This design comes from an exercise in tuning for small area on the open sky130 flow, not from production work.
In this exercise RTL edits were held to simulation tests only and were not proved equivalent to the original.
Power figures rest on the tool's default switching activity, not on a simulated workload.

===== design/flow/design.v =====
module rom_glcd (
	input [6:0] ch,
	input [2:0] col,
	output reg [6:0] R_D
);
	always @(*)
		case ({ch, col})
			10'h00a: R_D = 7'h5f;
			10'h011: R_D = 7'h07;
			10'h013: R_D = 7'h07;
			10'h018: R_D = 7'h14;
			10'h019: R_D = 7'h7f;
			10'h01a: R_D = 7'h14;
			10'h01b: R_D = 7'h7f;
			10'h01c: R_D = 7'h14;
			10'h020: R_D = 7'h24;
			10'h021: R_D = 7'h2a;
			10'h022: R_D = 7'h7f;
			10'h023: R_D = 7'h2a;
			10'h024: R_D = 7'h12;
			10'h028: R_D = 7'h23;
			10'h029: R_D = 7'h13;
			10'h02a: R_D = 7'h08;
			10'h02b: R_D = 7'h64;
			10'h02c: R_D = 7'h62;
			10'h030: R_D = 7'h36;
			10'h031: R_D = 7'h49;
			10'h032: R_D = 7'h55;
			10'h033: R_D = 7'h22;
			10'h034: R_D = 7'h50;
			10'h039: R_D = 7'h05;
			10'h03a: R_D = 7'h03;
			10'h041: R_D = 7'h1c;
			10'h042: R_D = 7'h22;
			10'h043: R_D = 7'h41;
			10'h049: R_D = 7'h41;
			10'h04a: R_D = 7'h22;
			10'h04b: R_D = 7'h1c;
			10'h050: R_D = 7'h14;
			10'h051: R_D = 7'h08;
			10'h052: R_D = 7'h3e;
			10'h053: R_D = 7'h08;
			10'h054: R_D = 7'h14;
			10'h058: R_D = 7'h08;
			10'h059: R_D = 7'h08;
			10'h05a: R_D = 7'h3e;
			10'h05b: R_D = 7'h08;
			10'h05c: R_D = 7'h08;
			10'h061: R_D = 7'h50;
			10'h062: R_D = 7'h30;
			10'h068: R_D = 7'h08;
			10'h069: R_D = 7'h08;
			10'h06a: R_D = 7'h08;
			10'h06b: R_D = 7'h08;
			10'h06c: R_D = 7'h08;
			10'h071: R_D = 7'h60;
			10'h072: R_D = 7'h60;
			10'h078: R_D = 7'h20;
			10'h079: R_D = 7'h10;
			10'h07a: R_D = 7'h08;
			10'h07b: R_D = 7'h04;
			10'h07c: R_D = 7'h02;
			10'h080: R_D = 7'h3e;
			10'h081: R_D = 7'h51;
			10'h082: R_D = 7'h49;
			10'h083: R_D = 7'h45;
			10'h084: R_D = 7'h3e;
			10'h089: R_D = 7'h42;
			10'h08a: R_D = 7'h7f;
			10'h08b: R_D = 7'h40;
			10'h090: R_D = 7'h42;
			10'h091: R_D = 7'h61;
			10'h092: R_D = 7'h51;
			10'h093: R_D = 7'h49;
			10'h094: R_D = 7'h46;
			10'h098: R_D = 7'h21;
			10'h099: R_D = 7'h41;
			10'h09a: R_D = 7'h45;
			10'h09b: R_D = 7'h4b;
			10'h09c: R_D = 7'h31;
			10'h0a0: R_D = 7'h18;
			10'h0a1: R_D = 7'h14;
			10'h0a2: R_D = 7'h12;
			10'h0a3: R_D = 7'h7f;
			10'h0a4: R_D = 7'h10;
			10'h0a8: R_D = 7'h27;
			10'h0a9: R_D = 7'h45;
			10'h0aa: R_D = 7'h45;
			10'h0ab: R_D = 7'h45;
			10'h0ac: R_D = 7'h39;
			10'h0b0: R_D = 7'h3c;
			10'h0b1: R_D = 7'h4a;
			10'h0b2: R_D = 7'h49;
			10'h0b3: R_D = 7'h49;
			10'h0b4: R_D = 7'h30;
			10'h0b8: R_D = 7'h01;
			10'h0b9: R_D = 7'h71;
			10'h0ba: R_D = 7'h09;
			10'h0bb: R_D = 7'h05;
			10'h0bc: R_D = 7'h03;
			10'h0c0: R_D = 7'h36;
			10'h0c1: R_D = 7'h49;
			10'h0c2: R_D = 7'h49;
			10'h0c3: R_D = 7'h49;
			10'h0c4: R_D = 7'h36;
			10'h0c8: R_D = 7'h06;
			10'h0c9: R_D = 7'h49;
			10'h0ca: R_D = 7'h49;
			10'h0cb: R_D = 7'h29;
			10'h0cc: R_D = 7'h1e;
			10'h0d1: R_D = 7'h36;
			10'h0d2: R_D = 7'h36;
			10'h0d9: R_D = 7'h56;
			10'h0da: R_D = 7'h36;
			10'h0e0: R_D = 7'h08;
			10'h0e1: R_D = 7'h14;
			10'h0e2: R_D = 7'h22;
			10'h0e3: R_D = 7'h41;
			10'h0e8: R_D = 7'h14;
			10'h0e9: R_D = 7'h14;
			10'h0ea: R_D = 7'h14;
			10'h0eb: R_D = 7'h14;
			10'h0ec: R_D = 7'h14;
			10'h0f1: R_D = 7'h41;
			10'h0f2: R_D = 7'h22;
			10'h0f3: R_D = 7'h14;
			10'h0f4: R_D = 7'h08;
			10'h0f8: R_D = 7'h02;
			10'h0f9: R_D = 7'h01;
			10'h0fa: R_D = 7'h51;
			10'h0fb: R_D = 7'h09;
			10'h0fc: R_D = 7'h06;
			10'h10a: R_D = 7'h5f;
			10'h111: R_D = 7'h07;
			10'h113: R_D = 7'h07;
			10'h118: R_D = 7'h14;
			10'h119: R_D = 7'h7f;
			10'h11a: R_D = 7'h14;
			10'h11b: R_D = 7'h7f;
			10'h11c: R_D = 7'h14;
			10'h120: R_D = 7'h24;
			10'h121: R_D = 7'h2a;
			10'h122: R_D = 7'h7f;
			10'h123: R_D = 7'h2a;
			10'h124: R_D = 7'h12;
			10'h128: R_D = 7'h23;
			10'h129: R_D = 7'h13;
			10'h12a: R_D = 7'h08;
			10'h12b: R_D = 7'h64;
			10'h12c: R_D = 7'h62;
			10'h130: R_D = 7'h36;
			10'h131: R_D = 7'h49;
			10'h132: R_D = 7'h55;
			10'h133: R_D = 7'h22;
			10'h134: R_D = 7'h50;
			10'h139: R_D = 7'h05;
			10'h13a: R_D = 7'h03;
			10'h141: R_D = 7'h1c;
			10'h142: R_D = 7'h22;
			10'h143: R_D = 7'h41;
			10'h149: R_D = 7'h41;
			10'h14a: R_D = 7'h22;
			10'h14b: R_D = 7'h1c;
			10'h150: R_D = 7'h14;
			10'h151: R_D = 7'h08;
			10'h152: R_D = 7'h3e;
			10'h153: R_D = 7'h08;
			10'h154: R_D = 7'h14;
			10'h158: R_D = 7'h08;
			10'h159: R_D = 7'h08;
			10'h15a: R_D = 7'h3e;
			10'h15b: R_D = 7'h08;
			10'h15c: R_D = 7'h08;
			10'h161: R_D = 7'h50;
			10'h162: R_D = 7'h30;
			10'h168: R_D = 7'h08;
			10'h169: R_D = 7'h08;
			10'h16a: R_D = 7'h08;
			10'h16b: R_D = 7'h08;
			10'h16c: R_D = 7'h08;
			10'h171: R_D = 7'h60;
			10'h172: R_D = 7'h60;
			10'h178: R_D = 7'h20;
			10'h179: R_D = 7'h10;
			10'h17a: R_D = 7'h08;
			10'h17b: R_D = 7'h04;
			10'h17c: R_D = 7'h02;
			10'h180: R_D = 7'h3e;
			10'h181: R_D = 7'h51;
			10'h182: R_D = 7'h49;
			10'h183: R_D = 7'h45;
			10'h184: R_D = 7'h3e;
			10'h189: R_D = 7'h42;
			10'h18a: R_D = 7'h7f;
			10'h18b: R_D = 7'h40;
			10'h190: R_D = 7'h42;
			10'h191: R_D = 7'h61;
			10'h192: R_D = 7'h51;
			10'h193: R_D = 7'h49;
			10'h194: R_D = 7'h46;
			10'h198: R_D = 7'h21;
			10'h199: R_D = 7'h41;
			10'h19a: R_D = 7'h45;
			10'h19b: R_D = 7'h4b;
			10'h19c: R_D = 7'h31;
			10'h1a0: R_D = 7'h18;
			10'h1a1: R_D = 7'h14;
			10'h1a2: R_D = 7'h12;
			10'h1a3: R_D = 7'h7f;
			10'h1a4: R_D = 7'h10;
			10'h1a8: R_D = 7'h27;
			10'h1a9: R_D = 7'h45;
			10'h1aa: R_D = 7'h45;
			10'h1ab: R_D = 7'h45;
			10'h1ac: R_D = 7'h39;
			10'h1b0: R_D = 7'h3c;
			10'h1b1: R_D = 7'h4a;
			10'h1b2: R_D = 7'h49;
			10'h1b3: R_D = 7'h49;
			10'h1b4: R_D = 7'h30;
			10'h1b8: R_D = 7'h01;
			10'h1b9: R_D = 7'h71;
			10'h1ba: R_D = 7'h09;
			10'h1bb: R_D = 7'h05;
			10'h1bc: R_D = 7'h03;
			10'h1c0: R_D = 7'h36;
			10'h1c1: R_D = 7'h49;
			10'h1c2: R_D = 7'h49;
			10'h1c3: R_D = 7'h49;
			10'h1c4: R_D = 7'h36;
			10'h1c8: R_D = 7'h06;
			10'h1c9: R_D = 7'h49;
			10'h1ca: R_D = 7'h49;
			10'h1cb: R_D = 7'h29;
			10'h1cc: R_D = 7'h1e;
			10'h1d1: R_D = 7'h36;
			10'h1d2: R_D = 7'h36;
			10'h1d9: R_D = 7'h56;
			10'h1da: R_D = 7'h36;
			10'h1e0: R_D = 7'h08;
			10'h1e1: R_D = 7'h14;
			10'h1e2: R_D = 7'h22;
			10'h1e3: R_D = 7'h41;
			10'h1e8: R_D = 7'h14;
			10'h1e9: R_D = 7'h14;
			10'h1ea: R_D = 7'h14;
			10'h1eb: R_D = 7'h14;
			10'h1ec: R_D = 7'h14;
			10'h1f1: R_D = 7'h41;
			10'h1f2: R_D = 7'h22;
			10'h1f3: R_D = 7'h14;
			10'h1f4: R_D = 7'h08;
			10'h1f8: R_D = 7'h02;
			10'h1f9: R_D = 7'h01;
			10'h1fa: R_D = 7'h51;
			10'h1fb: R_D = 7'h09;
			10'h1fc: R_D = 7'h06;
			10'h200: R_D = 7'h32;
			10'h201: R_D = 7'h49;
			10'h202: R_D = 7'h79;
			10'h203: R_D = 7'h41;
			10'h204: R_D = 7'h3e;
			10'h208: R_D = 7'h7e;
			10'h209: R_D = 7'h11;
			10'h20a: R_D = 7'h11;
			10'h20b: R_D = 7'h11;
			10'h20c: R_D = 7'h7e;
			10'h210: R_D = 7'h7f;
			10'h211: R_D = 7'h49;
			10'h212: R_D = 7'h49;
			10'h213: R_D = 7'h49;
			10'h214: R_D = 7'h36;
			10'h218: R_D = 7'h3e;
			10'h219: R_D = 7'h41;
			10'h21a: R_D = 7'h41;
			10'h21b: R_D = 7'h41;
			10'h21c: R_D = 7'h22;
			10'h220: R_D = 7'h7f;
			10'h221: R_D = 7'h41;
			10'h222: R_D = 7'h41;
			10'h223: R_D = 7'h22;
			10'h224: R_D = 7'h1c;
			10'h228: R_D = 7'h7f;
			10'h229: R_D = 7'h49;
			10'h22a: R_D = 7'h49;
			10'h22b: R_D = 7'h49;
			10'h22c: R_D = 7'h41;
			10'h230: R_D = 7'h7f;
			10'h231: R_D = 7'h09;
			10'h232: R_D = 7'h09;
			10'h233: R_D = 7'h09;
			10'h234: R_D = 7'h01;
			10'h238: R_D = 7'h3e;
			10'h239: R_D = 7'h41;
			10'h23a: R_D = 7'h49;
			10'h23b: R_D = 7'h49;
			10'h23c: R_D = 7'h7a;
			10'h240: R_D = 7'h7f;
			10'h241: R_D = 7'h08;
			10'h242: R_D = 7'h08;
			10'h243: R_D = 7'h08;
			10'h244: R_D = 7'h7f;
			10'h249: R_D = 7'h41;
			10'h24a: R_D = 7'h7f;
			10'h24b: R_D = 7'h41;
			10'h250: R_D = 7'h20;
			10'h251: R_D = 7'h40;
			10'h252: R_D = 7'h41;
			10'h253: R_D = 7'h3f;
			10'h254: R_D = 7'h01;
			10'h258: R_D = 7'h7f;
			10'h259: R_D = 7'h08;
			10'h25a: R_D = 7'h14;
			10'h25b: R_D = 7'h22;
			10'h25c: R_D = 7'h41;
			10'h260: R_D = 7'h7f;
			10'h261: R_D = 7'h40;
			10'h262: R_D = 7'h40;
			10'h263: R_D = 7'h40;
			10'h264: R_D = 7'h40;
			10'h268: R_D = 7'h7f;
			10'h269: R_D = 7'h02;
			10'h26a: R_D = 7'h0c;
			10'h26b: R_D = 7'h02;
			10'h26c: R_D = 7'h7f;
			10'h270: R_D = 7'h7f;
			10'h271: R_D = 7'h04;
			10'h272: R_D = 7'h08;
			10'h273: R_D = 7'h10;
			10'h274: R_D = 7'h7f;
			10'h278: R_D = 7'h3e;
			10'h279: R_D = 7'h41;
			10'h27a: R_D = 7'h41;
			10'h27b: R_D = 7'h41;
			10'h27c: R_D = 7'h3e;
			10'h280: R_D = 7'h7f;
			10'h281: R_D = 7'h09;
			10'h282: R_D = 7'h09;
			10'h283: R_D = 7'h09;
			10'h284: R_D = 7'h06;
			10'h288: R_D = 7'h7f;
			10'h289: R_D = 7'h09;
			10'h28a: R_D = 7'h09;
			10'h28b: R_D = 7'h09;
			10'h28c: R_D = 7'h06;
			10'h290: R_D = 7'h7f;
			10'h291: R_D = 7'h09;
			10'h292: R_D = 7'h19;
			10'h293: R_D = 7'h29;
			10'h294: R_D = 7'h46;
			10'h298: R_D = 7'h46;
			10'h299: R_D = 7'h49;
			10'h29a: R_D = 7'h49;
			10'h29b: R_D = 7'h49;
			10'h29c: R_D = 7'h31;
			10'h2a0: R_D = 7'h01;
			10'h2a1: R_D = 7'h01;
			10'h2a2: R_D = 7'h7f;
			10'h2a3: R_D = 7'h01;
			10'h2a4: R_D = 7'h01;
			10'h2a8: R_D = 7'h3f;
			10'h2a9: R_D = 7'h40;
			10'h2aa: R_D = 7'h40;
			10'h2ab: R_D = 7'h40;
			10'h2ac: R_D = 7'h3f;
			10'h2b0: R_D = 7'h1f;
			10'h2b1: R_D = 7'h20;
			10'h2b2: R_D = 7'h40;
			10'h2b3: R_D = 7'h20;
			10'h2b4: R_D = 7'h1f;
			10'h2b8: R_D = 7'h3f;
			10'h2b9: R_D = 7'h40;
			10'h2ba: R_D = 7'h38;
			10'h2bb: R_D = 7'h40;
			10'h2bc: R_D = 7'h3f;
			10'h2c0: R_D = 7'h63;
			10'h2c1: R_D = 7'h14;
			10'h2c2: R_D = 7'h08;
			10'h2c3: R_D = 7'h14;
			10'h2c4: R_D = 7'h63;
			10'h2c8: R_D = 7'h07;
			10'h2c9: R_D = 7'h08;
			10'h2ca: R_D = 7'h70;
			10'h2cb: R_D = 7'h08;
			10'h2cc: R_D = 7'h07;
			10'h2d0: R_D = 7'h61;
			10'h2d1: R_D = 7'h51;
			10'h2d2: R_D = 7'h49;
			10'h2d3: R_D = 7'h45;
			10'h2d4: R_D = 7'h43;
			10'h2d9: R_D = 7'h7f;
			10'h2da: R_D = 7'h41;
			10'h2db: R_D = 7'h41;
			10'h2e0: R_D = 7'h02;
			10'h2e1: R_D = 7'h04;
			10'h2e2: R_D = 7'h08;
			10'h2e3: R_D = 7'h10;
			10'h2e4: R_D = 7'h20;
			10'h2e9: R_D = 7'h41;
			10'h2ea: R_D = 7'h41;
			10'h2eb: R_D = 7'h7f;
			10'h2f0: R_D = 7'h04;
			10'h2f1: R_D = 7'h02;
			10'h2f2: R_D = 7'h01;
			10'h2f3: R_D = 7'h02;
			10'h2f4: R_D = 7'h04;
			10'h2f8: R_D = 7'h40;
			10'h2f9: R_D = 7'h40;
			10'h2fa: R_D = 7'h40;
			10'h2fb: R_D = 7'h40;
			10'h2fc: R_D = 7'h40;
			10'h301: R_D = 7'h01;
			10'h302: R_D = 7'h02;
			10'h303: R_D = 7'h04;
			10'h308: R_D = 7'h20;
			10'h309: R_D = 7'h54;
			10'h30a: R_D = 7'h54;
			10'h30b: R_D = 7'h54;
			10'h30c: R_D = 7'h78;
			10'h310: R_D = 7'h7f;
			10'h311: R_D = 7'h48;
			10'h312: R_D = 7'h44;
			10'h313: R_D = 7'h44;
			10'h314: R_D = 7'h38;
			10'h318: R_D = 7'h38;
			10'h319: R_D = 7'h44;
			10'h31a: R_D = 7'h44;
			10'h31b: R_D = 7'h44;
			10'h31c: R_D = 7'h20;
			10'h320: R_D = 7'h38;
			10'h321: R_D = 7'h44;
			10'h322: R_D = 7'h44;
			10'h323: R_D = 7'h48;
			10'h324: R_D = 7'h7f;
			10'h328: R_D = 7'h38;
			10'h329: R_D = 7'h54;
			10'h32a: R_D = 7'h54;
			10'h32b: R_D = 7'h54;
			10'h32c: R_D = 7'h18;
			10'h330: R_D = 7'h08;
			10'h331: R_D = 7'h7e;
			10'h332: R_D = 7'h09;
			10'h333: R_D = 7'h01;
			10'h334: R_D = 7'h02;
			10'h338: R_D = 7'h0c;
			10'h339: R_D = 7'h52;
			10'h33a: R_D = 7'h52;
			10'h33b: R_D = 7'h52;
			10'h33c: R_D = 7'h3e;
			10'h340: R_D = 7'h7f;
			10'h341: R_D = 7'h08;
			10'h342: R_D = 7'h04;
			10'h343: R_D = 7'h04;
			10'h344: R_D = 7'h78;
			10'h349: R_D = 7'h44;
			10'h34a: R_D = 7'h7d;
			10'h34b: R_D = 7'h40;
			10'h350: R_D = 7'h20;
			10'h351: R_D = 7'h40;
			10'h352: R_D = 7'h44;
			10'h353: R_D = 7'h3d;
			10'h358: R_D = 7'h7f;
			10'h359: R_D = 7'h10;
			10'h35a: R_D = 7'h28;
			10'h35b: R_D = 7'h44;
			10'h361: R_D = 7'h41;
			10'h362: R_D = 7'h7f;
			10'h363: R_D = 7'h40;
			10'h368: R_D = 7'h7c;
			10'h369: R_D = 7'h04;
			10'h36a: R_D = 7'h18;
			10'h36b: R_D = 7'h04;
			10'h36c: R_D = 7'h78;
			10'h370: R_D = 7'h7c;
			10'h371: R_D = 7'h08;
			10'h372: R_D = 7'h04;
			10'h373: R_D = 7'h04;
			10'h374: R_D = 7'h78;
			10'h378: R_D = 7'h38;
			10'h379: R_D = 7'h44;
			10'h37a: R_D = 7'h44;
			10'h37b: R_D = 7'h44;
			10'h37c: R_D = 7'h38;
			10'h380: R_D = 7'h7c;
			10'h381: R_D = 7'h14;
			10'h382: R_D = 7'h14;
			10'h383: R_D = 7'h14;
			10'h384: R_D = 7'h08;
			10'h388: R_D = 7'h08;
			10'h389: R_D = 7'h14;
			10'h38a: R_D = 7'h14;
			10'h38b: R_D = 7'h18;
			10'h38c: R_D = 7'h7c;
			10'h390: R_D = 7'h7c;
			10'h391: R_D = 7'h08;
			10'h392: R_D = 7'h04;
			10'h393: R_D = 7'h04;
			10'h394: R_D = 7'h08;
			10'h398: R_D = 7'h48;
			10'h399: R_D = 7'h54;
			10'h39a: R_D = 7'h54;
			10'h39b: R_D = 7'h54;
			10'h39c: R_D = 7'h20;
			10'h3a0: R_D = 7'h04;
			10'h3a1: R_D = 7'h3f;
			10'h3a2: R_D = 7'h44;
			10'h3a3: R_D = 7'h40;
			10'h3a4: R_D = 7'h20;
			10'h3a8: R_D = 7'h3c;
			10'h3a9: R_D = 7'h40;
			10'h3aa: R_D = 7'h40;
			10'h3ab: R_D = 7'h20;
			10'h3ac: R_D = 7'h7c;
			10'h3b0: R_D = 7'h1c;
			10'h3b1: R_D = 7'h20;
			10'h3b2: R_D = 7'h40;
			10'h3b3: R_D = 7'h20;
			10'h3b4: R_D = 7'h1c;
			10'h3b8: R_D = 7'h3c;
			10'h3b9: R_D = 7'h40;
			10'h3ba: R_D = 7'h30;
			10'h3bb: R_D = 7'h40;
			10'h3bc: R_D = 7'h3c;
			10'h3c0: R_D = 7'h44;
			10'h3c1: R_D = 7'h28;
			10'h3c2: R_D = 7'h10;
			10'h3c3: R_D = 7'h28;
			10'h3c4: R_D = 7'h44;
			10'h3c8: R_D = 7'h0c;
			10'h3c9: R_D = 7'h50;
			10'h3ca: R_D = 7'h50;
			10'h3cb: R_D = 7'h50;
			10'h3cc: R_D = 7'h3c;
			10'h3d0: R_D = 7'h44;
			10'h3d1: R_D = 7'h64;
			10'h3d2: R_D = 7'h54;
			10'h3d3: R_D = 7'h4c;
			10'h3d4: R_D = 7'h44;
			10'h3d9: R_D = 7'h08;
			10'h3da: R_D = 7'h36;
			10'h3db: R_D = 7'h41;
			10'h3e2: R_D = 7'h7f;
			10'h3e9: R_D = 7'h41;
			10'h3ea: R_D = 7'h36;
			10'h3eb: R_D = 7'h08;
			10'h3f0: R_D = 7'h10;
			10'h3f1: R_D = 7'h08;
			10'h3f2: R_D = 7'h08;
			10'h3f3: R_D = 7'h10;
			10'h3f4: R_D = 7'h08;
			10'h3f8: R_D = 7'h78;
			10'h3f9: R_D = 7'h46;
			10'h3fa: R_D = 7'h41;
			10'h3fb: R_D = 7'h46;
			10'h3fc: R_D = 7'h78;
			default: R_D = 7'h0;
		endcase
endmodule
`timescale 1ns / 1ps
module register_8x16bit
	#(
		parameter B = 8
	)
	(
		input clk, clr, W_E,
		input [3:0] R_A, W_A,
		input [B-1:0] W_D,
		output [B-1:0] R_D
	);
	wire [B-1:0] d = W_D & {B{~clr}};
	wire [16*B-1:0] flat;
	genvar i;
	generate
		for (i = 0; i < 16; i = i + 1) begin : e
			wire we = clr | (W_E & (W_A == i));
			reg [B-1:0] q;
			assign flat[B*i +: B] = q;
			always @(posedge clk)
				if (we) q <= d;
		end
	endgenerate
	mux16x8 #(.B(B)) rd( .sel(R_A), .in(flat), .out(R_D) );
endmodule
`timescale 1ns / 1ps
module glcd
	(
		input clk, reset, ram_write_en, ram_upd, clr_lcd_reg,
		input [3:0] ram_W_A,
		input [6:0] ram_data,
		output clk_out, reset_lcd, d_c,
		output spi_data_out, spi_clk, spi_ce
	);
	localparam [3:0]
		PF   = 4'd6,
		PC0  = 4'd7,
		PC1  = 4'd8,
		PGAP = 4'd13;
	reg [2:0] cdiv;
	reg ph3;
	reg [3:0] bcnt;
	reg [3:0] phase;
	reg [6:0] chr;
	reg [6:0] sbuf;
	reg rst_d;
	reg pend, waiting;
	wire tick = (cdiv == 3'd4);
	wire gap_tick = tick & (phase == PGAP);
	wire first = (phase == 4'd0) & (bcnt == 4'd5);
	wire [3:0] ph = {ph3, cdiv};
	reg [6:0] slot [0:15];
	wire [6:0] v15 = slot[15];
	wire hit_w = (~ph == ram_W_A);
	wire commit = (ram_write_en | pend) & hit_w;
	wire zeroing = clr_lcd_reg | ((phase == 4'd0) & ((bcnt == 4'd5) | (bcnt == 4'd6) | ((bcnt == 4'd7) & ph3)));
	always @(posedge clk)
		slot[0] <= zeroing ? 7'h00 : (commit ? ram_data : v15);
	genvar j;
	generate
		for (j = 1; j < 16; j = j + 1) begin : ring
			always @(posedge clk) slot[j] <= slot[j-1];
		end
	endgenerate
	always @(posedge clk)
		pend <= ~clr_lcd_reg & ~ram_upd & (ram_write_en | pend) & ~hit_w;
	wire [3:0] ram_R_A = chr[3:0] | {4{chr[6] | chr[5] | chr[4]}};
	wire glyph_phase = (phase == PF) | (phase[3] & (phase != PGAP));
	wire sample = tick & (bcnt == 4'd5) & glyph_phase;
	wire bypass = pend & (ram_W_A == ram_R_A);
	wire hit_r = (~ph == ram_R_A);
	wire [6:0] ch = (sample & bypass) ? ram_data : v15;
	wire [6:0] glyph;
	wire [2:0] col = (phase == PF) ? 3'd0 : phase[2:0];
	rom_glcd rom( .ch(ch), .col(col), .R_D(glyph) );
	reg [7:0] setup_byte;
	always @(*)
		case (phase[2:0])
			3'd0: setup_byte = 8'h21;
			3'd1: setup_byte = 8'hb0;
			3'd2: setup_byte = 8'h04;
			3'd3: setup_byte = 8'h14;
			3'd4: setup_byte = 8'h20;
			default: setup_byte = 8'h0c;
		endcase
	always @(posedge clk)
		rst_d <= reset;
	always @(posedge clk)
		if (reset == 1'b0) begin
			cdiv <= 3'd0;
			ph3 <= 1'b0;
			bcnt <= 4'd5;
			phase <= 4'd0;
			chr <= 7'd0;
			waiting <= 1'b0;
		end
		else begin
			cdiv <= cdiv + 1'b1;
			if (cdiv == 3'd7)
				ph3 <= ~ph3;
			bcnt <= bcnt + (tick & (phase != PGAP));
			chr <= (gap_tick & (chr == 7'd83)) ? 7'd0 : chr + gap_tick;
			if (tick) begin
				if (phase == PGAP)
					phase <= PC0;
				else if (bcnt == 4'd4)
					phase <= (phase == PF) ? PC1 : phase + 1'b1;
			end
			if (sample & ~bypass & ~hit_r)
				waiting <= 1'b1;
			else if (hit_r)
				waiting <= 1'b0;
		end
	always @(posedge clk)
		if ((sample & (bypass | hit_r)) | (waiting & hit_r))
			sbuf <= glyph;
	wire slow_clk = (cdiv[2] & (cdiv[1] | cdiv[0])) | ((cdiv == 3'd0) & ~first);
	assign clk_out = (cdiv[2] & cdiv[1]) | ((cdiv[2:1] == 2'b00) & ~first);
	assign spi_clk = ~slow_clk;
	assign reset_lcd = rst_d;
	assign d_c = phase[3] | (phase == PC0) | ((phase == PF) & (bcnt != 4'd5));
	assign spi_ce = ~bcnt[3];
	wire [2:0] bidx = ~bcnt[2:0];
	wire [7:0] sbuf8 = {1'b0, sbuf};
	assign spi_data_out = bcnt[3] & ((phase < PF) ? setup_byte[bidx] : (glyph_phase & sbuf8[bidx]));
endmodule
`timescale 1ns / 1ps
module register_copier
	(
		input clk, en,
		input [6:0] RAM_data,
		output tRAM_W_EN, SU_completed, upd,
		output reg [3:0] RAM_WR_A,
		output [6:0] tRAM_data
	);
	localparam [2:0]
		S0  = 3'd0,
		S1A = 3'd1,
		S2  = 3'd2,
		S1  = 3'd3,
		S3  = 3'd4;
	reg [5:0] ctr;
	reg [2:0] state;
	reg [6:0] data;
	wire tick = (ctr == 6'd16);
	always @(posedge clk)
		if (en == 1'b0) begin
			ctr <= 6'd0;
			state <= S0;
		end
		else begin
			ctr <= ctr + 1'b1;
			if (tick)
				case (state)
					S0: begin
						state <= S1A;
						data <= 7'h00;
					end
					S1A: begin
						state <= S2;
						data <= RAM_data;
					end
					S2: state <= (RAM_WR_A == 4'd15) ? S3 : S1;
					S1: begin
						state <= S2;
						data <= RAM_data;
					end
					default: state <= state;
				endcase
		end
	wire s0_tick = en & tick & (state == S0);
	wire s1_tick = en & tick & (state == S1);
	always @(posedge clk)
		RAM_WR_A <= s0_tick ? 4'd0 : RAM_WR_A + s1_tick;
	assign tRAM_W_EN = (state == S1A) | (state == S2) | (state == S1);
	assign SU_completed = (state == S3);
	assign upd = en & tick & ((state == S0) | (state == S1A) | (state == S1));
	assign tRAM_data = data;
endmodule
`timescale 1ns / 1ps
module ptext_rom_8x16bit
	(
		input clk, reset,
		input W_E,
		input [3:0] W_A,
		input [7:0] W_D,
		input [3:0] R_A,
		output [7:0] R_D
    );
	wire [7:0] d31 = (W_D & {8{reset}}) | (8'h31 & {8{~reset}});
	wire [7:0] d32 = (W_D & {8{reset}}) | (8'h32 & {8{~reset}});
	wire [7:0] d00 = W_D & {8{reset}};
	wire [127:0] flat;
	genvar i;
	generate
		for (i = 0; i < 16; i = i + 1) begin : e
			wire we = ~reset | (W_E & (W_A == i));
			reg [7:0] q;
			assign flat[8*i +: 8] = q;
			always @(posedge clk)
				if (we) q <= (i >= 14) ? d00 : ((i % 2) ? d32 : d31);
		end
	endgenerate
	mux16x8 rd( .sel(R_A), .in(flat), .out(R_D) );
endmodule
`timescale 1ns / 1ps
module key_rom_8x16bit
	(
		input clk, reset,
		input W_E,
		input [3:0] W_A,
		input [7:0] W_D,
		input [3:0] R_A,
		output [7:0] R_D
    );
	wire [7:0] d5a = (W_D & {8{reset}}) | (8'h5A & {8{~reset}});
	wire [7:0] d68 = (W_D & {8{reset}}) | (8'h68 & {8{~reset}});
	wire [7:0] d00 = W_D & {8{reset}};
	wire [127:0] flat;
	genvar i;
	generate
		for (i = 0; i < 16; i = i + 1) begin : e
			wire we = ~reset | (W_E & (W_A == i));
			reg [7:0] q;
			assign flat[8*i +: 8] = q;
			always @(posedge clk)
				if (we) q <= (i >= 12) ? d00 : ((i % 2) ? d68 : d5a);
		end
	endgenerate
	mux16x8 rd( .sel(R_A), .in(flat), .out(R_D) );
endmodule
`timescale 1ns / 1ps
module mux16x8
	#(
		parameter B = 8
	)
	(
		input [3:0] sel,
		input [16*B-1:0] in,
		output [B-1:0] out
	);
	assign out = in[sel*B +: B];
endmodule
`timescale 1ns / 1ps
module encryption
	(
		input clk, en,
		input [7:0] text_data, key_data,
		output cipher_w_en, finished,
		output reg [3:0] text_address_ctr, key_address_ctr,
		output [7:0] cipher_data
	);
	localparam [2:0]
		S0 = 3'd0,
		S1 = 3'd1,
		S2 = 3'd2,
		S3 = 3'd3,
		S4 = 3'd4;
	reg [2:0] state, nstate;
	wire tz = (text_data == 8'h00);
	wire kz = (key_data == 8'h00);
	always @(posedge clk)
		if (en == 1'b0)
			state <= S0;
		else
			state <= nstate;
	wire adv = (state == S3);
	always @(posedge clk) begin
		text_address_ctr <= {4{en}} & (text_address_ctr + adv);
		key_address_ctr <= {4{en & (state != S2)}} & (key_address_ctr + adv);
	end
	always @(*)
		case (state)
			S0: nstate = (tz | kz) ? S4 : S1;
			S1: nstate = tz ? S4 : (kz ? S2 : S3);
			S2, S3: nstate = S1;
			S4: nstate = S4;
			default: nstate = S0;
		endcase
	assign cipher_w_en = (state == S1);
	assign finished = (state == S4);
	assign cipher_data = key_data ^ text_data;
endmodule
`timescale 1ns / 1ps
module datapath
	(
		input clk, reset,
		input wire en_encryption, clr_RAM, en_copier,
		input wire [1:0] key,
		input wire load, load_sel,
		input wire [3:0] load_addr,
		input wire [7:0] load_data,
		output wire encry_completed, copy_completed,
		output wire clk_out, reset_lcd, d_c,
		output wire spi_data_out, spi_clk, spi_ce
    );
	wire en_RAM, w_en, copier_upd;
	wire [3:0] rw_address, c_text_ram_W_A, c_key_ram_W_A;
	wire [7:0] r_d1, r_d2, cipher_data;
	wire [6:0] r_d3, ram_data1;
	wire [7:0] plain_or_key = key[0] ? r_d2 : r_d1;
	wire [6:0] ram_data2 = key[1] ? r_d3 : code(plain_or_key);
	wire [6:0] cipher_code = code(cipher_data);
	function [6:0] code(input [7:0] b);
		code = b[6:0] & {7{~b[7] & (b[6] | b[5])}};
	endfunction
	glcd lcd( .clk(clk), .reset(reset), .ram_write_en(en_RAM), .ram_upd(copier_upd), .clr_lcd_reg(clr_RAM),
		.ram_W_A(rw_address), .ram_data(ram_data1), .clk_out(clk_out),
		.reset_lcd(reset_lcd), .d_c(d_c), .spi_data_out(spi_data_out),
		.spi_clk(spi_clk), .spi_ce(spi_ce) );
	register_copier reg_copier( .clk(clk), .en(en_copier), .RAM_data(ram_data2),
			.tRAM_W_EN(en_RAM), .SU_completed(copy_completed), .upd(copier_upd), .RAM_WR_A(rw_address),
			.tRAM_data(ram_data1) );
	ptext_rom_8x16bit plain_text( .clk(clk), .reset(reset), .W_E(load & ~load_sel),
					.W_A(load_addr), .W_D(load_data),
					.R_A(en_encryption ? c_text_ram_W_A : rw_address), .R_D(r_d1) );
	key_rom_8x16bit key_text( .clk(clk), .reset(reset), .W_E(load & load_sel),
					.W_A(load_addr), .W_D(load_data),
					.R_A(en_encryption ? c_key_ram_W_A : rw_address), .R_D(r_d2) );
	register_8x16bit #(.B(7)) cipher_text ( .clk(clk), .clr(clr_RAM),
					.W_E(w_en), .W_A(c_text_ram_W_A), .W_D(cipher_code),
					.R_A(rw_address), .R_D(r_d3) );
	encryption encrypt( .clk(clk), .en(en_encryption), .text_data(r_d1), .key_data(r_d2),
		.cipher_w_en(w_en), .finished(encry_completed), .text_address_ctr(c_text_ram_W_A),
		.key_address_ctr(c_key_ram_W_A), .cipher_data(cipher_data) );
endmodule
`timescale 1ns / 1ps
module controller
	(
		input clk, reset,
		input crypt, encry_completed, b1, b2, b3,
		input copy_completed,
		output en_encryption, clr_RAM, en_copier,
		output [1:0] key,
		output led_init, led_wait1
    );
	localparam [2:0]
		INIT = 3'b000,
		WAIT = 3'b001,
		ENC  = 3'b100,
		CCPY = 3'b101,
		TCPY = 3'b110,
		KCPY = 3'b111;
	reg [2:0] state, nstate;
	always @(posedge clk)
		if (reset == 1'b0)
			state <= INIT;
		else
			state <= nstate;
	always @(*)
		case (state)
			INIT: nstate = crypt ? ENC : INIT;
			ENC:  nstate = encry_completed ? WAIT : ENC;
			WAIT:
				case ({b1, b2, b3})
					3'b100: nstate = TCPY;
					3'b010: nstate = KCPY;
					3'b001: nstate = CCPY;
					default: nstate = WAIT;
				endcase
			CCPY, TCPY, KCPY: nstate = copy_completed ? WAIT : state;
			default: nstate = INIT;
		endcase
	assign led_init = (state == INIT);
	assign led_wait1 = (state == WAIT);
	assign clr_RAM = led_init;
	assign en_copier = state[2];
	assign en_encryption = (state == ENC);
	assign key = {~state[1], state[0]};
endmodule
`timescale 1ns / 1ps
module top_module
	(
		input clk, reset,
		input wire crypt, b1, b2, b3,
		input wire load, load_sel,
		input wire [3:0] load_addr,
		input wire [7:0] load_data,
		output wire led_init, led_wait1,
		output wire clk_out, reset_lcd, d_c,
		output wire spi_data_out, spi_clk, spi_ce
    );
	wire encry_completed, copy_completed, en_encryption, clr_RAM, en_copier;
	wire [1:0] key;
	controller cont( .clk(clk), .reset(reset), .crypt(crypt), .encry_completed(encry_completed),
					.b1(b1), .b2(b2), .b3(b3), .copy_completed(copy_completed),
					.en_encryption(en_encryption), .clr_RAM(clr_RAM), .key(key),
					.led_init(led_init), .led_wait1(led_wait1), .en_copier(en_copier) );
	datapath data ( .clk(clk), .reset(reset), .en_encryption(en_encryption),
				.clr_RAM(clr_RAM), .key(key), .encry_completed(encry_completed),
				.load(load), .load_sel(load_sel), .load_addr(load_addr), .load_data(load_data),
				.copy_completed(copy_completed), .en_copier(en_copier), .clk_out(clk_out), .reset_lcd(reset_lcd),
				.d_c(d_c), .spi_data_out(spi_data_out), .spi_clk(spi_clk), .spi_ce(spi_ce) );
endmodule

===== design/flow/flow/run.sh =====
#!/bin/bash
# Layout flow: the standard ORFS flow with two changes:
#  1. synthesis maps the combinational logic with a stronger area-oriented ABC
#     script (abc_deep.script); everything else in synthesis (including register
#     mapping and naming) is the standard synthesis script unchanged;
#  2. clock tree synthesis uses CTS_ARGS from cts_args.txt.
# Each tool's output goes to the ORFS logs (orfs/logs/...) and to flow.log here.
set -euo pipefail
W=$PWD
mkdir -p mysynth
# standard synthesis, with only the abc call replaced
sed "s#source \$::env(SCRIPTS_DIR)/synth.tcl#source $W/mysynth/synth.tcl#" synth_recipe.tcl > mysynth/synth_recipe.tcl
sed "s#log_cmd abc {\*}\$abc_args#log_cmd abc -script $W/flow/abc_deep.script {*}\$lib_args {*}\$lib_dont_use_args#" \
    "$FLOW_HOME/scripts/synth.tcl" > mysynth/synth.tcl
grep -q "abc_deep.script" mysynth/synth.tcl
grep -q "mysynth/synth.tcl" mysynth/synth_recipe.tcl
sed "s#SYNTH_SCRIPT=[^ ]*#SYNTH_SCRIPT=$W/mysynth/synth_recipe.tcl#" standard.sh > mystandard.sh
grep -q "mysynth/synth_recipe.tcl" mystandard.sh
export CTS_ARGS="$(cat flow/cts_args.txt)"
bash mystandard.sh finish > flow.log 2>&1

===== design/flow/flow/abc_deep.script =====
strash
&get -n
&deepsyn -T 100
&put
&get -n
&dch
&nf -R 2000 -F 20 -A 20
&put

===== design/flow/flow/cts_args.txt =====
-sink_clustering_enable -repair_clock_nets -buf_list sky130_fd_sc_hd__clkbuf_4 -sink_clustering_size 8 -sink_clustering_max_diameter 50 -dont_use_dummy_load

===== design/flow/standard.sh =====
#!/bin/bash
# synth_recipe.tcl (not shown) runs the flow's synth.tcl, then flattens the netlist and writes it again
# the make line also repeats each setting of config.mk as NAME=value (left out here)
make -C /OpenROAD-flow-scripts/flow DESIGN_CONFIG=/design/flow/config.mk WORK_HOME=/design/flow/orfs CLKGATE_MAP_FILE= SYNTH_SCRIPT=/design/flow/synth_recipe.tcl "${@:-finish}"

===== design/flow/config.mk =====
export PLATFORM = sky130hd
export DESIGN_NAME = top_module
export DESIGN_NICKNAME = top_module
export VERILOG_FILES = /design/flow/design.v
export SDC_FILE = /design/flow/constraint.sdc
export NUM_CORES = 4
export LEC_CHECK = 0
export ABC_AREA = 1
export CAP_MARGIN = 20
export CORE_MARGIN = 2
export CORE_UTILIZATION = 40
export GPL_TIMING_DRIVEN = 0
export SLEW_MARGIN = 20
export SYNTH_MEMORY_MAX_BITS = 16384

===== design/flow/constraint.sdc =====
create_clock -name core_clock -period 10.0 [get_ports {clk}]
set_input_delay 2.0000 -clock core_clock [delete_from_list [all_inputs] [get_ports {clk}]]
set_output_delay 2.0000 -clock core_clock [all_outputs]
set_load 0.01 [all_outputs]

==> results of run 1 <==
==> where the power goes <==
part           leakage [nW]  total, W  internal [W]  switching (W)
sequential             5.11   0.00264       0.00260      0.0000472
clock                 0.373   0.00106      0.000371       0.000693
combinational          2.75  0.000242     0.0000652       0.000177
==> state kept, by name, indices dropped and copies added (netlist names), 4 cells and up <==
signal                         count
data.key_text.e.q                128
data.cipher_text.e.q             112
data.reg_copier.data               7
data.lcd.phase                     4
data.lcd.slot                    112
data.reg_copier.ctr                6
data.plain_text.e.q              128
data.lcd.sbuf                      7
data.lcd.chr                       7
data.reg_copier.RAM_WR_A           4
data.encrypt.key_address_ctr       4
data.encrypt.text_address_ctr      4
data.lcd.bcnt                      4
==> logic make-up after synthesis <==
kind of cell | count (synthesis) | share of synthesized area
adders and majority gates | 20 | 0.0115
buffers and inverters | 26 | 0.00448
AOI/OAI and AO/OA | 578 | 0.172
muxes | 14 | 0.00678
and+or+nand+nor | 565 | 0.121
DFF | 543 | 0.675
xor gates and xnor gates | 24 | 0.00966
==> critical path, cell delays in order, from the launching register on <==
cell	delay, ns
sky130_fd_sc_hd__dfxtp_1	0.72
sky130_fd_sc_hd__clkinv_1	0.38
sky130_fd_sc_hd__a21oi_2	0.68
sky130_fd_sc_hd__nor2_1	0.45
sky130_fd_sc_hd__nor2_1	0.59
sky130_fd_sc_hd__or2_0	0.61
sky130_fd_sc_hd__clkinv_1	0.57
sky130_fd_sc_hd__a211o_1	0.39
sky130_fd_sc_hd__a32oi_1	0.27
sky130_fd_sc_hd__nor2_1	0.07
sky130_fd_sc_hd__clkdlybuf4s50_1	0.48
==> cell usage in the layout, fill, tap and decap left out, types with 10 or more instances in the layout <==
master and count:
sky130_fd_sc_hd__a221oi_1 23, sky130_fd_sc_hd__o31ai_1 10, sky130_fd_sc_hd__xor2_1 11, sky130_fd_sc_hd__o21ai_0 123, sky130_fd_sc_hd__dfxtp_1 161, sky130_fd_sc_hd__clkdlybuf4s50_1 26, sky130_fd_sc_hd__nor2_1 172, sky130_fd_sc_hd__o21ai_1 48
sky130_fd_sc_hd__ha_1 20, sky130_fd_sc_hd__a21oi_1 100, sky130_fd_sc_hd__a222oi_1 13, sky130_fd_sc_hd__nand2b_1 18, sky130_fd_sc_hd__nand4_1 12, sky130_fd_sc_hd__nand3_1 40, sky130_fd_sc_hd__nand2_1 152, sky130_fd_sc_hd__buf_4 13
sky130_fd_sc_hd__nor3_1 52, sky130_fd_sc_hd__clkinv_1 26, sky130_fd_sc_hd__xnor2_1 13, sky130_fd_sc_hd__nor4_1 19, sky130_fd_sc_hd__a22o_1 11, sky130_fd_sc_hd__nor2b_1 19, sky130_fd_sc_hd__and2_0 17, sky130_fd_sc_hd__and3_1 15
sky130_fd_sc_hd__a221o_1 14, sky130_fd_sc_hd__a22oi_1 23, sky130_fd_sc_hd__o221ai_1 30, sky130_fd_sc_hd__clkbuf_4 81, sky130_fd_sc_hd__a31oi_1 33, sky130_fd_sc_hd__edfxtp_1 382, sky130_fd_sc_hd__o22ai_1 64
==> how the worst min path moves through the flow <==
stage                              start                   end  slack, ns  depth (start not counted)
floorplan            data.lcd.slot[9][0]  data.lcd.slot[10][0]       0.31                          0
CTS                  data.lcd.slot[0][6]   data.lcd.slot[1][6]       0.26                          0
detailed placement  data.lcd.slot[13][1]  data.lcd.slot[14][1]       0.31                          0
global route         data.lcd.slot[0][6]   data.lcd.slot[1][6]       0.28                          0
global placement     data.lcd.slot[8][1]   data.lcd.slot[9][1]       0.31                          0
finish               data.lcd.slot[0][6]   data.lcd.slot[1][6]       0.29                          0
==> metal layers <==
metal  GRT usage  vias to the layer above  routed length [um]
li1            -                     7256                   -
met1       0.340                     8020               29200
met2       0.379                      907               31300
met3      0.0540                      188                6260
met4       0.111                        0                3010
met5           0                        -                   0
==> cell type report <==
| type | count | area (sq um) | area share |
|---|---|---|---|
| clock buffer | 81 | 608 | 0.0254 |
| multi-input combinational | 1201 | 7100 | 0.296 |
| tap | 696 | 871 | 0.0363 |
| inverter | 26 | 97.6 | 0.00407 |
| sequential | 543 | 14700 | 0.613 |
| timing repair buffer | 58 | 602 | 0.0251 |
| antenna | 3 | 7.51 | 0.000313 |
==> per-stage QoR <==
stage	cells	power, W
final	2608	0.00395
after CTS	2604	0.00399
after global routing	2608	0.00411
after global placement	2493	0.00292
after floorplan	1770	0.00281
after detailed placement	2523	0.00294
==> summary.txt, run 1 <==
- Via density per instance: 6.28
- Vias: 16371
- Number of nets in the layout: 1951
- Min-Delay Path Class: flop to flop
- Final setup skew: 0.117 ns
- Buffers inserted during post-CTS setup optimization: 0
- Setup crit end: spi_data_out
- Critical setup path kind: flop to primary output
- Syn-to-layout area delta: 10.2%
- Cell types with the largest area share after synthesis: sky130_fd_sc_hd__edfxtp_1, sky130_fd_sc_hd__dfxtp_1, sky130_fd_sc_hd__o21ai_0
- Critical Path End Type: primary output
- Num CTS Buffers: 81
- CTS tree: done
- Top cell type by total area after synthesis: sky130_fd_sc_hd__edfxtp_1
- Setup slack, reg-to-reg: 2.22 ns
- Effective utilization at floorplan: 0.404
- Final count of hold timing violations: 0
- Post-Place Setup Slack: 2.60 ns
- Data arrival time of the worst path: 5.98 ns
- Power per cell area: 165 nW/um^2
- Count of unique library cells instantiated by Yosys: 61
- Total standard cell area after synthesis: 21800 sq um
- Clock transition at the register clock pins on the worst setup and hold paths after CTS: 0.08 ns
- CP startpoint: data.lcd.phase[2]
- Leak pwr: 8.24 nW
- Outcome: no timing/DRC/antenna violations
- Pin count of the biggest net entering global routing: 33
- DRC violations left: 0
- Most numerous cell in the Yosys netlist: sky130_fd_sc_hd__edfxtp_1
- Reported max-cap violation count: 0
- Number of top-level pins: 28
- Unrepaired setup endpoints after global routing: no
- Layout cells sized above 1: 0.0733
- Area of the core: 53800 sq um
- Worst-Skew Late Latency: 0.83 ns
- TNS Setup: 0 ns
- Fraction of post-synthesis cell area in the top cell type by area: 0.527
- Clock root cell: sky130_fd_sc_hd__clkbuf_4
- TritonRoute pass-1 iters: 8
- Height of the die: 237 um
- Std-Cell Rows: 85
- Endpoints failing setup: 0
- Total congestion overflow: 0
- Post-place instance area: 23400 sq um
- Number of instances in the synthesized netlist: 1770
- Quantity of I/O buffers inserted on ports: 27
- Kind of launch point of the worst setup path: flop
- Capture point of the worst reg-to-reg path: data.lcd.sbuf[3]
- Clock tree buffer depth: 3
- Post-Synthesis Mean Instance Area: 12.3 sq um
- Wire length of the first global-routing pass: 104000 um
- Maximum achievable frequency: 125 MHz
- Crit path setup slack, layout: 2.02 ns
- Pin slew with the least headroom to its limit: 1.17 ns
- Share of the cycle needed by the critical path after routing: 0.798
- Antenna violations before repair: 3
- Reg2Reg Launch Point: data.lcd.phase[2]
- Most numerous cell types in the synthesized netlist: sky130_fd_sc_hd__edfxtp_1, sky130_fd_sc_hd__nor2_1, sky130_fd_sc_hd__o21ai_0, sky130_fd_sc_hd__dfxtp_1, sky130_fd_sc_hd__nand2_1
- Total of hold buffers inserted after clock tree synthesis: 0
- Die Span X: 237 um
- Primary FF master, synth: sky130_fd_sc_hd__edfxtp_1
- Required time worst endpoint: 8.00 ns
- Final critical-path required period: 7.98 ns
- Number of antenna-violating nets in the routed design: 0
- Drt initial violations: 2110
- Post-detailed-route wirelength per cell: 26.8 um
- Max H-tree Level: 3
- Max rail drop VDD: 0.000131 V
- Number of resized instances in the post-cts repair step: 0
- Via count of the first global-routing pass: 15885
- All-Layer GR Usage: 0.248
- Total wire length after detailed routing: 69800 um
- Core utilization of the finished layout: 0.446
- Largest fanout on the critical path: 17
- Relative slew margins: 0.217
- Fill cell count: 5034
- GP Congestion: 1.02
- Worst slack on hold paths: 0.292 ns
- Total of flip-flops plus latches after synthesis: 543
- Final instance area: 24000 sq um
- Pins over their slew limit: 0
- Logic depth of the worst register-to-register path: 16
- Share of synthesized flip-flops with an asynchronous set or reset: 0
- Yosys warning total: 10
- Post-Synthesis Net Count: 1810
- Post-synth EDFFs: 382
- Placed wire-length estimate: 47500 um
- Number of clock sinks: 543
- Sequential share of the synthesized area: 0.675
- Floorplan die area: 56300 sq um
==> inputs of run 2 (changes only) <==
==> design/flow/flow/abc_deep.script (replaced) <==
strash
&get -n
&deepsyn -T 100
&put
&get -n
&dch
&nf -R 2000 -F 20 -A 20
&put
strash
&get -n
&dch
&nf -R 2000 -F 20 -A 20
&put
strash
&get -n
&dch
&nf -R 2000 -F 20 -A 20
&put
strash
&get -n
&dch
&nf -R 2000 -F 20 -A 20
&put
strash
&get -n
&dch
&nf -R 2000 -F 20 -A 20
&put
strash
&get -n
&dch
&nf -R 2000 -F 20 -A 20
&put
==> design/flow/flow/cts_args.txt (replaced) <==
-sink_clustering_enable -repair_clock_nets -buf_list sky130_fd_sc_hd__clkbuf_8 -sink_clustering_size 16 -sink_clustering_max_diameter 80 -dont_use_dummy_load
--- a/design/flow/config.mk
+++ b/design/flow/config.mk
@@ -10,3 +10,3 @@
 export CORE_MARGIN = 2
-export CORE_UTILIZATION = 40
+export CORE_UTILIZATION = 55
 export GPL_TIMING_DRIVEN = 0
==> run 2 against run 1 <==
Die area down 27%. Global-route usage increased by 7.9 points. Clock power shrank 4%. Hold slack improved by 0.017 ns. Non-clock buffer count shrank 5. Sequential share of layout area is 1.1 points higher. Largest cell class unchanged. Critical path type is now flop to flop. Via count is 0.64% higher.
==> summary.txt, run 2 <==
- Largest fanout on the critical path: 27 (+10)
- Die Span X: 202 um (-15%)
- Combinational cell fraction of total power: 0.062 (about the same)
- Reported max-cap violation count: 0 (unchanged)
- Delay of the slowest cell on the worst path: 0.89 ns (+0.17 ns)
- Share of synthesized flip-flops with an asynchronous set or reset: 0 (unchanged)
- Post-detailed-route wirelength per cell: 28.0 um (+4.7%)
- Buffers inserted during post-CTS setup optimization: 0 (unchanged)
- Sw power: 0.000878 W (-4.2%)
- All-Layer GR Usage: 0.328 (+0.0794)
- Slowest-stage cell, CP: sky130_fd_sc_hd__nor2_2
- Power per cell area: 166 nW/um^2 (+0.70%)
- Most numerous cell in the Yosys netlist: sky130_fd_sc_hd__edfxtp_1
- Cell types with the largest area share after synthesis: sky130_fd_sc_hd__edfxtp_1, sky130_fd_sc_hd__dfxtp_1, sky130_fd_sc_hd__o22ai_1
- Largest registers in the final layout: data.key_text.e.q (128), data.plain_text.e.q (128)
- Primary FF master, synth: sky130_fd_sc_hd__edfxtp_1
- Final setup skew: 0.0832 ns (-0.0334 ns)
- Post-Synthesis Mean Instance Area: 12.3 sq um (+0.22%)
- Switching share of power: 0.225 (-0.00747)
- Series of cell instances along the critical path: nand2b_2 -> o21ai_0 -> o22ai_1 -> o21bai_1 -> o2111ai_1 -> nor2_2 -> mux2_1 -> nand2_1 -> nand2_1 -> nand2_1 -> nor2_1 -> a21oi_1 -> o311ai_0 -> o311ai_0 -> a31oi_1 -> a211oi_1
- Clock root cell: sky130_fd_sc_hd__clkbuf_8
- Internal power of the cells: 0.00303 W (about the same)
- Sequential share of the synthesized area: 0.680 (+0.00465)
- Worst-Skew Late Latency: 0.65 ns (-0.18 ns)
- Overall power of the completed layout: 0.00391 W (-1.1%)
- Quantity of I/O buffers inserted on ports: 27 (unchanged)
- Outcome: no timing/DRC/antenna violations
- Leading cell type in the layout, fill and taps excluded: sky130_fd_sc_hd__edfxtp_1
- Final instance area: 23600 sq um (-1.7%)
- Total wire length after detailed routing: 66300 um (-5.0%)
- Placed wire-length estimate: 45800 um (-3.7%)
- Fraction of post-synthesis cell area in the top cell type by area: 0.531 (+0.00363)
- Pin slew with the least headroom to its limit: 1.18 ns (+0.00691 ns)
- GP Congestion: 1.03 (+0.76%)
- Layout cells sized above 1: 0.0509 (-0.0225)
- Min-Delay Path Class: flop to flop
- Num CTS Buffers: 41 (-49%)
- Required time worst endpoint: 10.34 ns (+2.34 ns)
- Unrepaired setup endpoints after global routing: no
- Most frequent cell on the critical path: sky130_fd_sc_hd__nand2_1
- Effective utilization at floorplan: 0.558 (+0.154)
- Final count of hold timing violations: 0 (unchanged)
- Critical setup path kind: flop to flop
- ANT cells: 0 (-3)
- Relative slew margins: 0.210 (-0.00751)
- Syn-to-layout area delta: 8.98%
- Endpoints failing setup: 0 (unchanged)
- Clock tree buffer depth: 3 (unchanged)
- Leak pwr: 8.01 nW (-2.8%)
- Top cell type by total area after synthesis: sky130_fd_sc_hd__edfxtp_1
- Area of the core: 38700 sq um (-28%)
- Number of instances in the synthesized netlist: 1754 (-0.90%)
- Total of hold buffers inserted after clock tree synthesis: 0 (unchanged)
- Reg power frac: 0.678 (+0.009)
- Antenna violations before repair: 1 (-2)
- Count of unique library cells instantiated by Yosys: 55 (-9.8%)
- Number of top-level pins: 28 (unchanged)
- Most numerous cell types in the synthesized netlist: sky130_fd_sc_hd__edfxtp_1, sky130_fd_sc_hd__dfxtp_1, sky130_fd_sc_hd__nor2_1, sky130_fd_sc_hd__nand2_1, sky130_fd_sc_hd__o21ai_0
- Via density per instance: 6.96 (+11%)
- Post-place instance area: 23000 sq um (-1.6%)
- Cell type group with the largest total delay on the critical path: simple AND/OR/NAND/NOR gates
- Post-Synthesis Net Count: 1794 (-0.88%)
- Pin count of the biggest net entering global routing: 47 (+42%)
- TNS Setup: 0 ns (unchanged)
- Total of flip-flops plus latches after synthesis: 543 (unchanged)
- Max rail drop VDD: 0.000199 V (+52%)
- Final critical-path required period: 7.39 ns (-0.594 ns)
- Yosys warning total: 10 (unchanged)
- Pins over their slew limit: 0 (unchanged)
- Wire length of the first global-routing pass: 100000 um (-3.9%)
- Number of resized instances in the post-cts repair step: 0 (unchanged)
- CTS tree: done
- Floorplan die area: 40900 sq um (-27%)
- Via count of the first global-routing pass: 15817 (-0.43%)
- Part of the power in the clock network: 0.260 (-0.009)
- Vias: 16475 (+0.64%)
- Number of antenna-violating nets in the routed design: 0 (unchanged)
- TritonRoute pass-1 iters: 6 (-2)
- Worst Path Buf+Inv: 0 (-3)
- Commonest cells after routing, fill and taps aside: sky130_fd_sc_hd__edfxtp_1, sky130_fd_sc_hd__dfxtp_1, sky130_fd_sc_hd__nand2_1
- Number of clock sinks: 543 (unchanged)
- Std-Cell Rows: 72 (-15%)
- Kind of launch point of the worst setup path: flop
- Clock transition at the register clock pins on the worst setup and hold paths after CTS: 0.10 ns (+0.02 ns)
- Height of the die: 202 um (-15%)
- Share of the cycle needed by the critical path after routing: 0.739 (-0.0594)
- Critical Path End Type: flop
- Data arrival time of the worst path: 7.73 ns (+1.75 ns)
- Drt initial violations: 2263 (+7.3%)
- Post-synth EDFFs: 382 (unchanged)
- Maximum achievable frequency: 135 MHz (+8.0%)
- Number of nets in the layout: 1890 (-3.1%)
- Max H-tree Level: 2 (-1)
- Total standard cell area after synthesis: 21600 sq um (-0.68%)
- Total congestion overflow: 0 (unchanged)
- DRC violations left: 0 (unchanged)
run 2: metal layers:
metal | global-route usage | share of wire | wire, um
met2 | 0.512 | 0.46 | 30500
met3 | 0.0516 | 0.099 | 6580
met5 | 0 | 0 | 0
met4 | 0.138 | 0.044 | 2920
met1 | 0.460 | 0.40 | 26300
run 2: final timing paths:
check | startpoint | to | slack (ns) | cells past startpoint
setup / recovery | data.reg_copier.RAM_WR_A[0] | data.lcd.sbuf[3] | 2.61 | 16
hold / removal | data.lcd.slot[11][4] | data.lcd.slot[12][4] | 0.31 | 0
setup reg to reg | data.reg_copier.RAM_WR_A[0] | data.lcd.sbuf[3] | 2.61 | 16
hold reg to reg | data.lcd.slot[11][4] | data.lcd.slot[12][4] | 0.31 | 0
run 2: kinds of logic (layout without fill, tap and decap cells):
logic type,Yosys count,in the layout,share of synthesized area
fa+ha+maj,20,20,0.0116
xor+xnor,22,22,0.00891
mux,13,13,0.00631
buf+inv,28,122,0.00486
simple gates,558,558,0.120
compound gates,570,570,0.168
flops,543,543,0.680
run 2: final cells by class:
cell class                      instances  area [sq um]
Timing Repair Buffer                   53           613
Multi-Input combinational cell       1183          6940
Clock buffer                           41           564
Tap cell                              518           648
Sequential cell                       543         14700
Fill cell                            3120         15200
Inverter                               28           105
run 2: worst reg2reg max path, delay by kind of cell (launching register included):
| kind | cells | cell delay (ns) |
|---|---|---|
| flops | 1 | 0.64 |
| compound gates | 9 | 2.52 |
| simple gates | 6 | 3.06 |
| mux | 1 | 0.91 |
run 2: power by group through the flow:
stage | combinational (W) | sequential (W) | clock [W]
finish | 0.000243 | 0.00265 | 0.00102
global route | 0.000263 | 0.00266 | 0.00111
CTS | 0.000238 | 0.00265 | 0.00104
detailed placement | 0.000237 | 0.00270 | 0
global placement | 0.000224 | 0.00269 | 0
floorplan | 0.000136 | 0.00268 | 0
run 2: per-stage QoR:
stage	setup WS [ns]	std cells	util	hold slack (ns)
after floorplan	4.33	1754	-	0.310
after global placement	0.310	2299	0.582	0.312
after detailed placement	3.06	2323	0.593	0.312
after CTS	3.02	2364	0.608	0.313
after global routing	2.40	2366	0.608	0.322
final	2.61	2366	0.608	0.309
==> inputs of run 3 (changes only) <==
==> design/flow/flow/abc_deep.script (replaced) <==
strash
&get -n
&deepsyn -T 300
&put
&get -n
&dch
&nf -R 2000 -F 20 -A 20
&put
--- a/design/flow/config.mk
+++ b/design/flow/config.mk
@@ -10,3 +10,3 @@
 export CORE_MARGIN = 2
-export CORE_UTILIZATION = 55
+export CORE_UTILIZATION = 40
 export GPL_TIMING_DRIVEN = 0
==> run 3 against run 2 <==
Sequential share of layout area is 0.80 points lower. Clock power hardly changed. Largest cell class unchanged. Register-to-register slack better by 0.09 ns. First-iteration DRC count is 19% lower. Design area is 1.3% higher. Via count is 3.7% lower. Largest power group unchanged.
==> summary.txt, run 3 <==
- Outcome: no timing/DRC/antenna violations
- Top cell type by total area after synthesis: sky130_fd_sc_hd__edfxtp_1
- Max rail drop VDD: 0.000149 V (-25%)
- Layout cells sized above 1: 0.0553 (+0.00448)
- Fill cell count: 4910 (+57%)
- Clock tree buffer depth: 3 (unchanged)
- Pins over their slew limit: 0 (unchanged)
- Number of top-level pins: 28 (unchanged)
- Number of antenna-violating nets in the routed design: 0 (unchanged)
- Via density per instance: 6.16 (-12%)
- Via count of the first global-routing pass: 15398 (-2.6%)
- Cell types with the largest area share after synthesis: sky130_fd_sc_hd__edfxtp_1, sky130_fd_sc_hd__dfxtp_1, sky130_fd_sc_hd__o21ai_0
- Num CTS Buffers: 40 (-2.4%)
- Core utilization of the finished layout: 0.444 (-0.164)
- Clock root cell: sky130_fd_sc_hd__clkbuf_8
- Quantity of I/O buffers inserted on ports: 27 (unchanged)
- TNS Setup: 0 ns (unchanged)
- Yosys warning total: 10 (unchanged)
- Buffers inserted during post-CTS setup optimization: 0 (unchanged)
- Final critical-path required period: 7.30 ns (-0.0888 ns)
- Largest fanout on the critical path: 23 (-15%)
- Antenna violations before repair: 0 (-1)
- Most frequent cell on the critical path: sky130_fd_sc_hd__nand2_1
- All-Layer GR Usage: 0.234 (-0.0935)
- Min-Delay Path Class: flop to flop
- Total of hold buffers inserted after clock tree synthesis: 0 (unchanged)
- ANT cells: 0 (unchanged)
- GP Congestion: 0.997 (-3.0%)
- Kind of launch point of the worst setup path: flop
- Max H-tree Level: 2 (unchanged)
- Drt initial violations: 1829 (-19%)
- Required time worst endpoint: 10.32 ns (-0.02 ns)
- TritonRoute pass-1 iters: 8 (+2)
- Total wire length after detailed routing: 66300 um (about the same)
- Placed wire-length estimate: 45500 um (-0.65%)
- Commonest cells after routing, fill and taps aside: sky130_fd_sc_hd__edfxtp_1, sky130_fd_sc_hd__nor2_1, sky130_fd_sc_hd__dfxtp_1
- Reg2Reg Launch Point: data.reg_copier.RAM_WR_A[2]
- Pin slew with the least headroom to its limit: 1.09 ns (-0.0893 ns)
- Post-Synthesis Mean Instance Area: 12.3 sq um (-0.54%)
- DRC violations left: 0 (unchanged)
- Most numerous cell in the Yosys netlist: sky130_fd_sc_hd__edfxtp_1
- Reported max-cap violation count: 0 (unchanged)
- Critical Path End Type: flop
- Endpoints failing setup: 0 (unchanged)
- Data arrival time of the worst path: 7.62 ns (-0.11 ns)
- Leak pwr: 8.05 nW (+0.57%)
- Count of unique library cells instantiated by Yosys: 58 (+5.5%)
- CTS tree: done
- Total congestion overflow: 0 (unchanged)
- CP startpoint: data.reg_copier.RAM_WR_A[2]
- Vias: 15867 (-3.7%)
- Largest registers in the final layout: data.key_text.e.q (128), data.plain_text.e.q (128)
- Area of the core: 53700 sq um (+39%)
- Syn-to-layout area delta: 10.0%
- Pin count of the biggest net entering global routing: 45 (-4.3%)
- Final setup skew: 0.0863 ns (+0.00310 ns)
- Number of nets in the layout: 1921 (+1.6%)
- Critical setup path kind: flop to flop
- Worst slack on hold paths: 0.329 ns (+0.0199 ns)
- Area of all sequential standard cells: 14700 sq um (unchanged)
- Post-Synthesis Net Count: 1810 (+0.89%)
- Post-synth EDFFs: 382 (unchanged)
- Primary FF master, synth: sky130_fd_sc_hd__edfxtp_1
- Relative slew margins: 0.269 (+0.0597)
- Slowest-stage cell, CP: sky130_fd_sc_hd__mux2_1
- Delay of the slowest cell on the worst path: 1.05 ns (+0.16 ns)
- Most numerous cell types in the synthesized netlist: sky130_fd_sc_hd__edfxtp_1, sky130_fd_sc_hd__nor2_1, sky130_fd_sc_hd__o21ai_0, sky130_fd_sc_hd__dfxtp_1, sky130_fd_sc_hd__nand2_1
- Maximum achievable frequency: 137 MHz (+1.2%)
- Area of the multi-input gates: 7010 sq um (+1.1%)
- Wire length of the first global-routing pass: 99100 um (-0.99%)
- Number of resized instances in the post-cts repair step: 0 (unchanged)
- Number of clock sinks: 543 (unchanged)
- Fraction of post-synthesis cell area in the top cell type by area: 0.529 (-0.00196)
- Post-detailed-route wirelength per cell: 25.7 um (-8.2%)
- Number of instances in the synthesized netlist: 1770 (+0.91%)
- Floorplan die area: 56100 sq um (+37%)
- Std-Cell Rows: 85 (+18%)
- Total of flip-flops plus latches after synthesis: 543 (unchanged)
- Startpoint of the lowest-slack hold path: data.lcd.slot[14][1]
- Share of the cycle needed by the critical path after routing: 0.730 (-0.00888)
- Share of synthesized flip-flops with an asynchronous set or reset: 0 (unchanged)
- Effective utilization at floorplan: 0.404 (-0.154)
- Clock transition at the register clock pins on the worst setup and hold paths after CTS: 0.10 ns (about the same)
- Unrepaired setup endpoints after global routing: no
- Die Span X: 237 um (+17%)
- Sequential share of the synthesized area: 0.677 (-0.00251)
- Final count of hold timing violations: 0 (unchanged)
- Power per cell area: 187 nW/um^2 (+13%)
- Total standard cell area after synthesis: 21700 sq um (+0.37%)
- Worst-Skew Late Latency: 0.64 ns (about the same)
- Leading cell type in the layout, fill and taps excluded: sky130_fd_sc_hd__edfxtp_1
- Series of cell instances along the critical path: nand2_1 -> nor2_1 -> o21ai_0 -> a21oi_1 -> nand2_1 -> mux2_1 -> nand2_1 -> nand2_1 -> nor2_1 -> nor2_1 -> a311oi_1 -> a21oi_1 -> nor3b_1 -> a2111oi_0 -> nor3_1
- Height of the die: 237 um (+17%)
-- run 3: cell types whose count changed in the layout (fill, tap and decap cells not counted), moves of 17 or more --
cell / change
sky130_fd_sc_hd__nor2_1: +46
sky130_fd_sc_hd__o22ai_1: -60
sky130_fd_sc_hd__o21ai_0: +53
sky130_fd_sc_hd__buf_4: +22
sky130_fd_sc_hd__nor3_1: -32
sky130_fd_sc_hd__nand3_1: -17
sky130_fd_sc_hd__a22oi_1: -17
-- run 3: power by group --
group	internal [W]	switching [W]
Sequential	0.00281	0.0000904
Combinational	0.000149	0.000395
Clock	0.000360	0.000654
Total	0.00332	0.00114
-- run 3: through the flow --
stage | setup slack [ns] | power [W] | cell area, sq um | cells
after floorplan | 5.25 | 0.00323 | 21700 | 1770
after global placement | 1.29 | 0.00345 | 22800 | 2493
after detailed placement | 2.99 | 0.00350 | 23300 | 2534
after CTS | 2.97 | 0.00449 | 23900 | 2574
after global routing | 2.49 | 0.00465 | 23900 | 2575
final | 2.70 | 0.00446 | 23900 | 2575
-- run 3: layout make-up --
| cell class | instances | share of cell area |
|---|---|---|
| repair buffers | 69 | 0.0273 |
| multi-input cells | 1203 | 0.294 |
| clock buffers | 40 | 0.0231 |
| well taps | 696 | 0.0365 |
| inverters | 24 | 0.00377 |
| flip-flops and latches | 543 | 0.616 |
-- run 3: worst paths after layout --
| path | cells past startpoint | to | slack [ns] |
|---|---|---|---|
| max | 15 | data.lcd.sbuf[6] | 2.70 |
| min | 0 | data.lcd.slot[15][1] | 0.33 |
| max reg2reg | 15 | data.lcd.sbuf[6] | 2.70 |
| min reg2reg | 0 | data.lcd.slot[15][1] | 0.33 |
-- run 3: critical path, delay by kind of cell, from the launching register on --
| family | cells | cell delay, ns |
|---|---|---|
| flops | 1 | 0.73 |
| mux | 1 | 1.05 |
| compound gates | 5 | 1.36 |
| simple gates | 9 | 3.86 |
-- run 3: cells by family (layout without fill, tap and decap cells) --
kind of cell / after synthesis / after routing / share of synthesized area
AND/OR/NAND/NOR: 589 / 589 / 0.126
AO/OA/AOI/OAI: 558 / 558 / 0.165
flip-flops: 543 / 543 / 0.677
buffers and inverters: 24 / 133 / 0.00415
XOR/XNOR: 23 / 23 / 0.00928
adder cells (fa/ha/maj): 20 / 20 / 0.0115
multiplexers: 13 / 13 / 0.00623
-- run 3: metal layers --
| metal | global-route usage | wire (um) | share of wire |
|---|---|---|---|
| met1 | 0.318 | 27800 | 0.42 |
| met2 | 0.375 | 30700 | 0.46 |
| met3 | 0.0423 | 5160 | 0.078 |
| met4 | 0.0890 | 2630 | 0.040 |
| met5 | 0 | 0 | 0 |

-- re-timing with driven ports --
In the flow no input, the clock included, has a driving cell. The finished layouts below were timed again as built, in two steps.
Step 1: set_driving_cell puts a clkbuf_16 on clk and a buf_2 on each other input, an assumption about the parent block.
Step 2 also shifts input and output timing later by t, the mid clock arrival at the registers, as if the neighbouring blocks saw the same clock.
a / b / c = ideal ports / drivers / drivers and shift; a / b = the first two.
run | t (ns) | setup WS [ns] | hold slack, ns | pins driven straight from the clock port
run 1 | 0.843 | 2.019 / 1.965 / 2.216 | 0.292 / 0.292 / 0.292 | 1
run 2 | 0.649 | 2.613 / 2.613 / 2.613 | 0.309 / 0.309 / 0.309 | 1
run 3 | 0.647 | 2.702 / 2.702 / 2.702 | 0.329 / 0.329 / 0.329 | 1
After both steps every run listed still meets setup and hold.
